Context: an optimization exercise on an open-source flow, tuned for small area, a short achievable clock period and few clock cycles per item. The choices shown serve that exercise and are no tape-out recipe.
Only simulation tests tie the RTL to the original design; equivalence was not proved.
Power and IR drop assume default switching activity. The flow treats the clock pin as an ideal source, which a real chip does not have.

## cache
module cache(
    clk,
    proc_reset,
    proc_read,
    proc_write,
    proc_addr,
    proc_rdata,
    proc_wdata,
    proc_stall,
    mem_read,
    mem_write,
    mem_addr,
    mem_rdata,
    mem_wdata,
    mem_ready
);
Size in the first run: about 1400 flip-flops, ~390 I/O pins, roughly 57000 sq um of cells after synthesis.
Settings: LEC_CHECK=0, CAP_MARGIN=20, CORE_MARGIN=2, CORE_UTILIZATION=40, SETUP_SLACK_MARGIN=2.0, SLEW_MARGIN=20, SYNTH_HIERARCHICAL=1, TNS_END_PERCENT=0; clock period 5.0 ns.
standard.sh (not shown) runs the stock make flow with config.mk's settings and CLKGATE_MAP_FILE= SYNTH_SCRIPT=/design/flow/synth_recipe.tcl, a recipe that flattens the netlist after the stock synthesis.
==> flow/flow/run.sh <==
#!/bin/bash
# Layout flow: the standard ORFS flow (standard.sh, standard synthesis
# unchanged), with two changes to how the layout is made:
#  - the port buffers that global placement inserts are buf_2 cells rather
#    than the delay cells the resizer picks by default;
#  - clock tree synthesis runs with ORFS's default arguments plus
#    -dont_use_dummy_load, so no dummy loads are added to the clock tree,
#    and with sinks clustered 30 to a leaf buffer (at most 120 um across).
# make's full output goes to standard.log in this folder; ORFS's per-step
# logs stay under orfs/logs/.
set -euo pipefail
export BUFFER_PORTS_ARGS="-buffer_cell sky130_fd_sc_hd__buf_2"
export CTS_ARGS="-sink_clustering_enable -repair_clock_nets -dont_use_dummy_load -sink_clustering_size 30 -sink_clustering_max_diameter 120"
bash standard.sh > standard.log 2>&1
Testbench counts at the start, summed over its fixed seeds: cycles 121,768, items 32,000.
==> next run, changes <==
==> flow/flow/run.sh (replaced) <==
#!/bin/bash
# Layout flow: the standard ORFS flow (standard.sh, standard synthesis
# unchanged), with two changes to how the layout is made:
#  - the port buffers that global placement inserts are buf_2 cells rather
#    than the delay cells the resizer picks by default;
#  - clock tree synthesis runs with ORFS's default arguments plus
#    -dont_use_dummy_load, so no dummy loads are added to the clock tree.
# make's full output goes to standard.log in this folder; ORFS's per-step
# logs stay under orfs/logs/.
set -euo pipefail
export BUFFER_PORTS_ARGS="-buffer_cell sky130_fd_sc_hd__buf_2"
export CTS_ARGS="-sink_clustering_enable -repair_clock_nets -dont_use_dummy_load"
bash standard.sh > standard.log 2>&1
=> Die area is unchanged. Cell area increases by 3.9%. Wire length increases by 1.7%. Worst setup slack got worse by 0.016 ns. Hold slack got worse by 0.042 ns. Sequential share of layout area decreases by 2.5 points. Clock-buffer cell count increases by 91.

* * *

Another version of the RTL of cache (not shown whole).
Size in the first run: about 3400 cells after synthesis, roughly 1200 flip-flops, about 0.051 sq mm of cells after synthesis.
clock: 5.0 ns
lec_check: 0
cap_margin: 20
core_margin: 2
core_utilization: 40
setup_slack_margin: 0.5
slew_margin: 20
run.sh (not shown) runs the stock make flow with config.mk's settings and CLKGATE_MAP_FILE= SYNTH_SCRIPT=/design/flow/synth_recipe.tcl, a recipe that flattens the netlist after the stock synthesis.
Stock flow here: none of the scripts above is used.
Testbench counts at the start, summed over its fixed seeds: cycles 109,150, items 32,000.
Next try:
==> flow/flow/run.sh (new file) <==
#!/bin/bash
# Layout flow: the standard ORFS flow (standard.sh, standard synthesis
# unchanged), with two changes to how the layout is made:
#  - the port buffers that global placement inserts are buf_2 cells rather
#    than the delay cells the resizer picks by default;
#  - clock tree synthesis runs with ORFS's default arguments plus
#    -dont_use_dummy_load, so no dummy loads are added to the clock tree.
# make's full output goes to standard.log in this folder; ORFS's per-step
# logs stay under orfs/logs/.
set -euo pipefail
export BUFFER_PORTS_ARGS="-buffer_cell sky130_fd_sc_hd__buf_2"
export CTS_ARGS="-sink_clustering_enable -repair_clock_nets -dont_use_dummy_load"
bash standard.sh > standard.log 2>&1
==> flow/standard.sh (new file) <==
#!/bin/bash
# synth_recipe.tcl (not shown) runs the flow's synth.tcl, then flattens the netlist and writes it again
# the make line also repeats each setting of config.mk as NAME=value (left out here)
make -C /OpenROAD-flow-scripts/flow DESIGN_CONFIG=/design/flow/config.mk WORK_HOME=/design/flow/orfs CLKGATE_MAP_FILE= SYNTH_SCRIPT=/design/flow/synth_recipe.tcl "${@:-finish}"
removed: flow/run.sh
- die area stays the same
- power went down by 8.2%
- combinational power went down by 12%
- utilization went down by 4.3 points
- area after synthesis stays the same

[re-timing with driven ports]
No port has a modelled driver above. Below, the same layouts with a new extraction and two added sets of constraints.
Step 1 (the two cells are an assumption about what drives the block):
set clk [get_ports {clk}]
set_driving_cell -lib_cell sky130_fd_sc_hd__clkbuf_16 $clk
set_driving_cell -lib_cell sky130_fd_sc_hd__buf_2 [delete_from_list [all_inputs] $clk]
Step 2 also shifts input and output timing later by t, the mid clock arrival at the registers, as if the neighbouring blocks saw the same clock.
a / b / c = no drivers / after step 1 / after step 2; a / b = the first two.
run	t (ns)	setup WS [ns]	worst setup path after step 2	latest minus earliest clock arrival (ns)	worst data-port slew with drivers (ns)
the first run of note 1	0.758	1.172 / 1.091 / 0.654	input to register	0.137 / 0.138	0.19
the second run of note 1	0.842	1.156 / 1.082 / 0.660	input to register	0.129 / 0.128	0.17
the first run of note 2	0.825	0.269 / 0.227 / 0.227	input to output	0.034 / 0.035	0.21
the second run of note 2	0.769	0.287 / 0.169 / 0.169	input to output	0.112 / 0.112	0.20
After both steps setup and hold are still met in every run listed. For the first run of note 1, which loses most, drivers alone change the setup slack by -0.081 ns; drivers and shift together by -0.518 ns.
